This is an optimization exercise on Yosys and OpenROAD, whose aim is small area and a short achievable clock period, not a production implementation. In this exercise RTL edits were held to simulation tests only and were not proved equivalent to the original. Power and IR drop assume default switching activity.

Design Main, start of the top module:
module Main(
    input clk, reset,
    input [2:0] user_y,
    input [2:0] choice_y,
    input [1:0] mode_y,
    input [7:0] touch_y,
    input [1:0] baDu_y,
    output tub_sel1,
    output tub_sel2,
    output tub_sel3,
    output tub_sel4,
    output tub_sel5,
    output tub_sel6,
    output tub_sel7,
    output tub_sel8,
    output [7:0] tub_control1,
    output [7:0] tub_control2,
    output [7:0] led,
    output [3:0] length_led,
    output t,
    output speaker
    );
Size in the first run: ~470 flip-flops, about 58 I/O pins, roughly 19000 µm² of cells after synthesis.
==> flow/config.mk <==
export PLATFORM = sky130hd
export DESIGN_NAME = Main
export DESIGN_NICKNAME = Main
export VERILOG_FILES = /design/flow/design.v
export SDC_FILE = /design/flow/constraint.sdc
export NUM_CORES = 4
export LEC_CHECK = 0
export ABC_AREA = 1
export CAP_MARGIN = 20
export CORE_MARGIN = 2
export CORE_UTILIZATION = 60
export SLEW_MARGIN = 60
export SYNTH_HIERARCHICAL = 1
export SYNTH_MINIMUM_KEEP_SIZE = 0
==> flow/constraint.sdc <==
create_clock -name core_clock -period 45.0 [get_ports {clk}]
set_input_delay 9.0000 -clock core_clock [delete_from_list [all_inputs] [get_ports {clk}]]
set_output_delay 9.0000 -clock core_clock [all_outputs]
set_load 0.01 [all_outputs]
standard.sh (not shown) runs the stock make flow with config.mk's settings and CLKGATE_MAP_FILE= SYNTH_SCRIPT=/design/flow/synth_recipe.tcl, a recipe that flattens the netlist after the stock synthesis.
==> flow/flow/run.sh <==
#!/bin/bash
# The standard layout (standard.sh: the ORFS flow), with these changes to
# how the layout is made:
#  - synthesis is the standard synthesis script with a stronger ABC
#    script for the combinational logic (flow/synth.tcl, flow/abc_deep.script,
#    flow/abc_led.script);
#    registers are mapped exactly as in the standard synthesis;
#  - ports are buffered with buf_2 cells instead of the delay cells that
#    buffer_ports picks by default;
#  - clock tree synthesis without dummy loads, with clkbuf_8 leaf buffers
#    over clusters of up to 18 sinks.
# make's output goes to synth.log and standard.log; each ORFS step also logs
# under orfs/logs/.
set -o pipefail
export MY_ABC_SCRIPT=$PWD/flow/abc_deep.script
export MY_ABC_LED_SCRIPT=$PWD/flow/abc_led.script
bash standard.sh SYNTH_SCRIPT=$PWD/flow/synth.tcl synth > synth.log 2>&1 || exit 1
bash standard.sh \
  "BUFFER_PORTS_ARGS=-buffer_cell sky130_fd_sc_hd__buf_2" \
  "CTS_ARGS=-sink_clustering_enable -repair_clock_nets -dont_use_dummy_load -sink_clustering_size 18 -sink_clustering_max_diameter 70 -buf_list sky130_fd_sc_hd__clkbuf_8 -root_buf sky130_fd_sc_hd__clkbuf_16" \
  finish > standard.log 2>&1
==> flow/flow/abc_deep.script <==
strash
&get -n
&deepsyn -T 300
&put
dch -f
amap
topo
==> flow/flow/abc_led.script <==
strash
&get -n
&deepsyn -T 30
&put
dch -f
amap
topo
==> flow/flow/synth.tcl <==
# synth_recipe.tcl (the standard synthesis), with one change: the abc call
# maps the top module's combinational logic with the ABC script named by
# MY_ABC_SCRIPT and LedNext's with the one named by MY_ABC_LED_SCRIPT.
proc synth {args} { yosys synth -nofsm -noshare {*}$args }
proc abc {args} {
  set i [lsearch -exact $args -script]
  if {$i >= 0 && [info exists ::env(MY_ABC_SCRIPT)]} {
    set deep $args
    lset deep [expr {$i+1}] $::env(MY_ABC_SCRIPT)
    yosys abc {*}$deep $::env(DESIGN_NAME)
    set led $args
    lset led [expr {$i+1}] $::env(MY_ABC_LED_SCRIPT)
    yosys abc {*}$led LedNext
  } else {
    yosys abc {*}$args
  }
}
source $::env(SCRIPTS_DIR)/synth.tcl
# left out here: clear keep_hierarchy, flatten, clean up, hide names made inside functions, write 1_2_yosys.v
Edit:
--- a/flow/flow/run.sh
+++ b/flow/flow/run.sh
@@ -3,6 +3,5 @@
 # how the layout is made:
 #  - synthesis is the standard synthesis script with a stronger ABC
-#    script for the combinational logic (flow/synth.tcl, flow/abc_deep.script,
-#    flow/abc_led.script);
+#    script for the combinational logic (flow/synth.tcl, flow/abc_deep.script);
 #    registers are mapped exactly as in the standard synthesis;
 #  - ports are buffered with buf_2 cells instead of the delay cells that
@@ -14,5 +13,4 @@
 set -o pipefail
 export MY_ABC_SCRIPT=$PWD/flow/abc_deep.script
-export MY_ABC_LED_SCRIPT=$PWD/flow/abc_led.script
 bash standard.sh SYNTH_SCRIPT=$PWD/flow/synth.tcl synth > synth.log 2>&1 || exit 1
 bash standard.sh \
==> flow/flow/synth.tcl (replaced) <==
# synth_recipe.tcl (the standard synthesis), with one change: the abc call
# maps the top module's combinational logic with the ABC script named by
# MY_ABC_SCRIPT; the other modules keep ORFS's script.
proc synth {args} { yosys synth -nofsm -noshare {*}$args }
proc abc {args} {
  set i [lsearch -exact $args -script]
  if {$i >= 0 && [info exists ::env(MY_ABC_SCRIPT)]} {
    set deep $args
    lset deep [expr {$i+1}] $::env(MY_ABC_SCRIPT)
    yosys abc {*}$deep $::env(DESIGN_NAME)
    yosys abc {*}$args LedNext
  } else {
    yosys abc {*}$args
  }
}
source $::env(SCRIPTS_DIR)/synth.tcl
# left out here: clear keep_hierarchy, flatten, clean up, hide names made inside functions, write 1_2_yosys.v
removed: flow/flow/abc_led.script
Outcome: Setup slack gains 0.16 ns. Wire length drops by a few percent. Sequential cell count stays the same. Power drops slightly. Cell area climbs slightly. Area after synthesis climbs slightly. Non-clock buffer count drops by 1. Die area climbs slightly. Register-to-register slack is about the same. Hold slack loses 0.0071 ns. Global-route usage drops by 2.4 points.
Edit:
Settings changed: CORE_UTILIZATION 60 to 65, SLEW_MARGIN 60 to 40.
The new run finished clean; final cell count came out lower by a few percent; cell area came out lower by a few percent; die area came out lower by a little under a tenth; area after synthesis is unchanged; clock skew came out lower by 0.040 ns; synthesized cell count stays the same.

port drivers added, routing unchanged:
The results above use ideal ports. As a check the final layouts listed here were re-extracted and re-timed, cells and wires unchanged.
Step 1 sets driving cells, clkbuf_16 on the clock port and buf_2 on the other inputs (assumed; they add their load-dependent delay and slew).
Step 2 times the ports against the registers' clock, not the clock port: input delays grow and output delays shrink by t, the midpoint of the rising clock arrivals with the driver on.
Slacks: ideal ports / drivers / drivers and shift; pairs: ideal ports / drivers.
| run | t, ns | setup WS [ns] | latest minus earliest clock arrival (ns) |
|---|---|---|---|
| the first run | 0.534 | 34.741 / 34.777 / 34.243 | 0.102 / 0.102 |
| the second run | 0.527 | 34.905 / 34.848 / 34.642 | 0.076 / 0.075 |
| the third run | 0.585 | 34.891 / 34.833 / 34.433 | 0.035 / 0.035 |
After both steps every run listed still meets setup and hold. For the first run, which loses most, drivers alone change the setup slack by +0.036 ns; drivers and shift together by -0.498 ns.
